From an optimization exercise on the open Yosys and OpenROAD flow, aimed at small area; shortcuts taken in it are not production practice.
In this exercise RTL edits were held to simulation tests only and were not proved equivalent to the original.
Power and IR drop assume default switching activity.

==> module incrementer, before the edit <==
module incrementer(
	input CLOCK_50,
	input rst,
	input [1:0] SW,
	input KEY,
	input DB,
	input [9:0] P,
	output reg [7:0] BPM,
	output reg [1:0] mode
	);
	wire p511  = (P == 10'd511);
	wire p512  = (P == 10'd512);
	wire press = p512 & mode[0];
	always @(posedge CLOCK_50) begin
		if (p511)
			mode[0] <= KEY & ~DB;
		else if (p512)
			mode[0] <= mode[0] & (SW[1] | SW[0] | (BPM == 8'd1));
		if (p512)
			mode[1] <= mode[0] & (SW[1] | ~SW[0]);
	end
	wire       dn = ~SW[0];
	wire [7:0] a  = BPM ^ {8{dn}};
	wire [7:0] t;
	assign t[0] = 1'b1;
	genvar i;
	generate for (i = 1; i < 8; i = i + 1) begin : g
		assign t[i] = t[i-1] & a[i-1];
	end endgenerate
	wire [7:0] pm  = BPM ^ t;
	wire       top = &BPM;                      
	wire       bot = (BPM[7:1] == 7'd0);        
	always @(posedge CLOCK_50)
		if (rst)
			BPM <= 8'd121;
		else if (press) begin
			if (SW[1])
				BPM <= 8'd120;
			else if (~dn & top)
				BPM <= 8'd1;
			else if (dn & bot)
				BPM <= 8'd255;
			else
				BPM <= pm;
		end
endmodule
==> module clk_det, before the edit <==
module clk_det(
	input  [7:0] BPM,
	input        CLOCK_50,
	input        rst,
	input  [9:0] P,
	input  [1:0] mode,
	output reg   BEEP
	);
	localparam [21:0] N = 22'd3000000;
	reg [21:0] Gn, C;          
	reg [20:0] GUn;            
	reg  [7:0] rem;
	wire e1   = (P == 10'd513);
	wire cp   = (P == 10'd542);
	wire step = (P[8:5] == 4'b0000) & (P[4:0] >= 5'd8) & (P[4:0] <= 5'd29);
	wire w1   = step & P[9];                                  
	wire w2   = step & ~P[9];                                 
	wire hold = (P[9:5] == 5'b10000) & (P[4:1] != 4'd0);           
	wire top  = &BPM;
	wire down = (mode == 2'b10);
	wire       nbit = N[5'd29 - P[4:0]];
	wire [8:0] rs   = {rem, nbit};
	wire [8:0] d    = {1'b0, BPM & {8{~(w2 & top)}}};
	wire [9:0] b;                     
	wire [8:0] df;
	assign b[0] = w2;
	genvar i;
	generate for (i = 0; i < 9; i = i + 1) begin : sub
		assign df[i]  = rs[i] ^ d[i] ^ b[i];
		assign b[i+1] = (~rs[i] & (d[i] | b[i])) | (d[i] & b[i]);
	end endgenerate
	wire q = ~b[9];
	wire [22:0] c;
	assign c[0] = 1'b1;
	generate for (i = 0; i < 22; i = i + 1) begin : cmp
		assign c[i+1] = (C[i] & Gn[i]) | ((C[i] | Gn[i]) & c[i]);
	end endgenerate
	wire beat = c[22] & ~(hold & down);
	wire [22:0] cc;
	assign cc[0] = 1'b1;
	generate for (i = 0; i < 22; i = i + 1) begin : inc
		assign cc[i+1] = cc[i] & C[i];
	end endgenerate
	wire [21:0] cn = C ^ cc[21:0];
	wire gload = (e1 & mode[0]) | cp;
	wire [20:0] gx = (e1 & mode[1]) ? (top ? ~21'd11764 : ~21'd25000) : GUn;
	wire        bot = (BPM == 8'd1);
	always @(posedge CLOCK_50) begin
		if (step)
			rem <= q ? df[7:0] : rs[7:0];
		else
			rem <= 8'd0;
		GUn <= {GUn[19:0], step ? ~q : GUn[20]};
		if (rst)
			Gn[21:13] <= 9'h1fe;
		else if (gload)
			Gn <= {~bot, gx};
		if (rst) begin
			C    <= 22'h004000;
			BEEP <= 1'b0;
		end
		else if (beat) begin
			C    <= 22'd0;
			BEEP <= 1'b1;
		end
		else begin
			C <= cn;
			if ({C[9:5], C[3], C[0]} == 7'b1111111)
				BEEP <= 1'b0;
		end
	end
endmodule
clock: 100.0 ns
lec_check: 0
abc_area: 1
cap_margin: 20
core_margin: 2
core_utilization: 40
slew_margin: 20
standard.sh (not shown) runs the stock make flow with config.mk's settings and CLKGATE_MAP_FILE= SYNTH_SCRIPT=/design/flow/synth_recipe.tcl, a recipe that flattens the netlist after the stock synthesis.
==> flow/flow/run.sh <==
#!/bin/bash
# Own flow: the standard synthesis; then its combinational logic re-mapped
# for area by ABC with a few scripts (flip-flops untouched), each result
# checked to be fully mapped, to keep the standard flip-flops and to be
# equivalent to the standard netlist, and the smallest kept; then the
# standard layout with small port buffers and a lighter clock tree.
set -uo pipefail
W=$(pwd)
F=$W/flow
R=$W/orfs/results/$FLOW_PLATFORM/system/base
LIB=$FLOW_HOME/platforms/$FLOW_PLATFORM/lib/sky130_fd_sc_hd__tt_025C_1v80.lib
YOSYS=$(command -v yosys || echo "$FLOW_HOME/../tools/install/yosys/bin/yosys")

bash standard.sh synth > $W/log_1_standard_synth.txt 2>&1 || exit 1
cp $R/1_2_yosys.v $W/std_synth.v

FFRE='__(s?e?df|dl[xr]|dlclkp|sdlclkp)'
FFS=$(grep -oE '^\s*sky130_fd_sc_hd__[a-z0-9_]+' $W/std_synth.v | tr -d ' ' | sort -u | grep -E "$FFRE" | tr '\n' ' ')
ffs() { grep -E "^\s*sky130_fd_sc_hd__(s?e?df|dl[xr]|dlclkp|sdlclkp)" "$1" | awk '{print $1, $2}' | sort; }

remap() {  # remap NAME SCRIPT INPUT
  local n=$1
  REOPT_LIB=$LIB REOPT_FFS="$FFS" REOPT_DONT_USE="$(tr '\n' ' ' < $F/dont_use.txt)" \
  REOPT_IN=$3 REOPT_OUT=$W/reopt_$n.v REOPT_STAT=$W/reopt_$n.stat REOPT_SCRIPT=$F/abc_$2.script \
    timeout 1200 $YOSYS -c $F/reopt.tcl > $W/log_2_reopt_$n.txt 2>&1 || return 1
  [[ "$(ffs $W/std_synth.v)" == "$(ffs $W/reopt_$n.v)" ]] || { echo "flip-flops differ" >> $W/log_2_reopt_$n.txt; return 1; }
  EQ_LIB=$LIB EQ_GOLD=$W/std_synth.v EQ_GATE=$W/reopt_$n.v \
    timeout 1200 $YOSYS -c $F/eqv.tcl > $W/log_3_equiv_$n.txt 2>&1 || return 1
  grep 'Chip area' $W/reopt_$n.stat | awk '{print $NF}' > $W/reopt_$n.area
}
pick() {  # pick NAMES... -> sets best/barea
  for n in "$@"; do
    [[ -s $W/reopt_$n.area ]] || continue
    a=$(cat $W/reopt_$n.area)
    if [[ -z "$best" ]] || awk -v x="$a" -v y="$barea" 'BEGIN{exit !(x<y)}'; then best=$n; barea=$a; fi
  done
}
best=""; barea=""
# round 1 from the standard netlist, round 2 from round 1's smallest
for s in a c d1 d2 d3 d4 d5 d6; do remap 1$s $s $W/std_synth.v & done
wait
pick 1a 1c 1d1 1d2 1d3 1d4 1d5 1d6
if [[ -n "$best" ]]; then
  first=$best
  for s in a d1 d2 d3 d4 d5 d6 d7; do remap 2$s $s $W/reopt_$first.v & done
  wait
  pick 2a 2d1 2d2 2d3 2d4 2d5 2d6 2d7
fi
if [[ -n "$best" ]]; then
  cp $W/reopt_$best.v $R/1_2_yosys.v
  echo "re-mapped netlist $best used, area $barea" > $W/log_4_choice.txt
else
  echo "no re-mapped netlist passed; standard netlist kept" > $W/log_4_choice.txt
fi
touch $R/1_2_yosys.v

export BUFFER_PORTS_ARGS="-buffer_cell sky130_fd_sc_hd__buf_1"
export CTS_ARGS="-sink_clustering_enable -repair_clock_nets -dont_use_dummy_load -buf_list sky130_fd_sc_hd__clkbuf_8"
bash standard.sh > $W/log_5_standard_layout.txt 2>&1
Other scripts of this flow, unchanged in this note and not shown: flow/flow/abc_a.script, flow/flow/abc_c.script, flow/flow/abc_d1.script, flow/flow/abc_d2.script, flow/flow/abc_d3.script, flow/flow/abc_d4.script, flow/flow/abc_d5.script, flow/flow/abc_d6.script, flow/flow/abc_d7.script, flow/flow/dont_use.txt, flow/flow/eqv.tcl, flow/flow/reopt.tcl
The starting point passed the timing, design-rule and antenna checks.
Rerun with:
--- a/flow/design.v
+++ b/flow/design.v
@@ -31,11 +31,11 @@
 	wire press = p512 & mode[0];
 	always @(posedge CLOCK_50) begin
 		if (p511)
 			mode[0] <= KEY & ~DB;
 		else if (p512)
-			mode[0] <= mode[0] & (SW[1] | SW[0] | (BPM == 8'd1));
+			mode[0] <= mode[0] & (SW[1] | SW[0]);
 		if (p512)
 			mode[1] <= mode[0] & (SW[1] | ~SW[0]);
 	end
 	wire       dn = ~SW[0];
 	wire [7:0] a  = BPM ^ {8{dn}};
@@ -98,22 +98,22 @@
 	input  [9:0] P,
 	input  [1:0] mode,
 	output reg   BEEP
 	);
 	localparam [21:0] N = 22'd3000000;
-	reg [21:0] Gn, C;          
-	reg [20:0] GUn;            
+	reg [21:0] G, GU, C;
 	reg  [7:0] rem;
 	wire e1   = (P == 10'd513);
-	wire cp   = (P == 10'd542);
-	wire step = (P[8:5] == 4'b0000) & (P[4:0] >= 5'd8) & (P[4:0] <= 5'd29);
+	wire cp   = (P == 10'd541);
+	wire step = (P[8:5] == 4'b0000) & (P[4:0] >= 5'd7) & (P[4:0] <= 5'd28);
 	wire w1   = step & P[9];                                  
 	wire w2   = step & ~P[9];                                 
 	wire hold = (P[9:5] == 5'b10000) & (P[4:1] != 4'd0);           
 	wire top  = &BPM;
+	wire up   = (mode == 2'b01);
 	wire down = (mode == 2'b10);
-	wire       nbit = N[5'd29 - P[4:0]];
+	wire       nbit = N[5'd28 - P[4:0]];
 	wire [8:0] rs   = {rem, nbit};
 	wire [8:0] d    = {1'b0, BPM & {8{~(w2 & top)}}};
 	wire [9:0] b;                     
 	wire [8:0] df;
 	assign b[0] = w2;
@@ -124,34 +124,33 @@
 	end endgenerate
 	wire q = ~b[9];
 	wire [22:0] c;
 	assign c[0] = 1'b1;
 	generate for (i = 0; i < 22; i = i + 1) begin : cmp
-		assign c[i+1] = (C[i] & Gn[i]) | ((C[i] | Gn[i]) & c[i]);
-	end endgenerate
-	wire beat = c[22] & ~(hold & down);
+		assign c[i+1] = (C[i] & ~G[i]) | ((C[i] | ~G[i]) & c[i]);
+	end endgenerate
+	wire beat = c[22] & ~(hold & down & ~top);
 	wire [22:0] cc;
 	assign cc[0] = 1'b1;
 	generate for (i = 0; i < 22; i = i + 1) begin : inc
 		assign cc[i+1] = cc[i] & C[i];
 	end endgenerate
 	wire [21:0] cn = C ^ cc[21:0];
-	wire gload = (e1 & mode[0]) | cp;
-	wire [20:0] gx = (e1 & mode[1]) ? (top ? ~21'd11764 : ~21'd25000) : GUn;
-	wire        bot = (BPM == 8'd1);
+	wire gload = (e1 & (mode[0] | (mode[1] & top))) | cp;
+	wire [21:0] gx = (e1 & ~up) ? (mode[0] ? 22'd25000 : 22'd11764) : GU;
 	always @(posedge CLOCK_50) begin
 		if (step)
 			rem <= q ? df[7:0] : rs[7:0];
 		else
 			rem <= 8'd0;
-		GUn <= {GUn[19:0], step ? ~q : GUn[20]};
-		if (rst)
-			Gn[21:13] <= 9'h1fe;
+		GU <= {GU[20:0], step ? q : GU[21]};
+		if (rst)
+			G[13] <= 1'b1;
 		else if (gload)
-			Gn <= {~bot, gx};
+			G <= gx;
 		if (rst) begin
-			C    <= 22'h004000;
+			C    <= 22'h3fffff;
 			BEEP <= 1'b0;
 		end
 		else if (beat) begin
 			C    <= 22'd0;
 			BEEP <= 1'b1;
What happened: Wire length rose slightly. Via count went up by a few percent. Non-clock buffer count goes down by 1. Synthesized area climbs by a few percent. Sequential cell count goes up by 1. Clock skew shrinks by 0.0077 ns. Sequential share of layout area grows by 0.87 points. Power increases by a little under a tenth. Core utilization decreases by 0.76 points.

==> what the ideal ports hide <==
The flow's constraints put no driver on any port. The routed layouts listed below were extracted and timed again, unchanged, in two steps. Step 1 (the two cells are an assumption about what drives the block):
set clk [get_ports {CLOCK_50}]
set_driving_cell -lib_cell sky130_fd_sc_hd__clkbuf_16 $clk
set_driving_cell -lib_cell sky130_fd_sc_hd__buf_2 [delete_from_list [all_inputs] $clk]
Step 2 also shifts input and output timing later by t, the mid clock arrival at the registers, as if the neighbouring blocks saw the same clock. Slacks: ideal / step 1 / step 2; pairs: ideal / step 1.
run	t, ns	slack for setup (ns)	worst data-port slew with drivers (ns)
the first run	0.373	75.829 / 75.798 / 76.171	0.04
the second run	0.363	76.041 / 76.011 / 76.374	0.03
After both steps setup and hold are still met in every run listed.
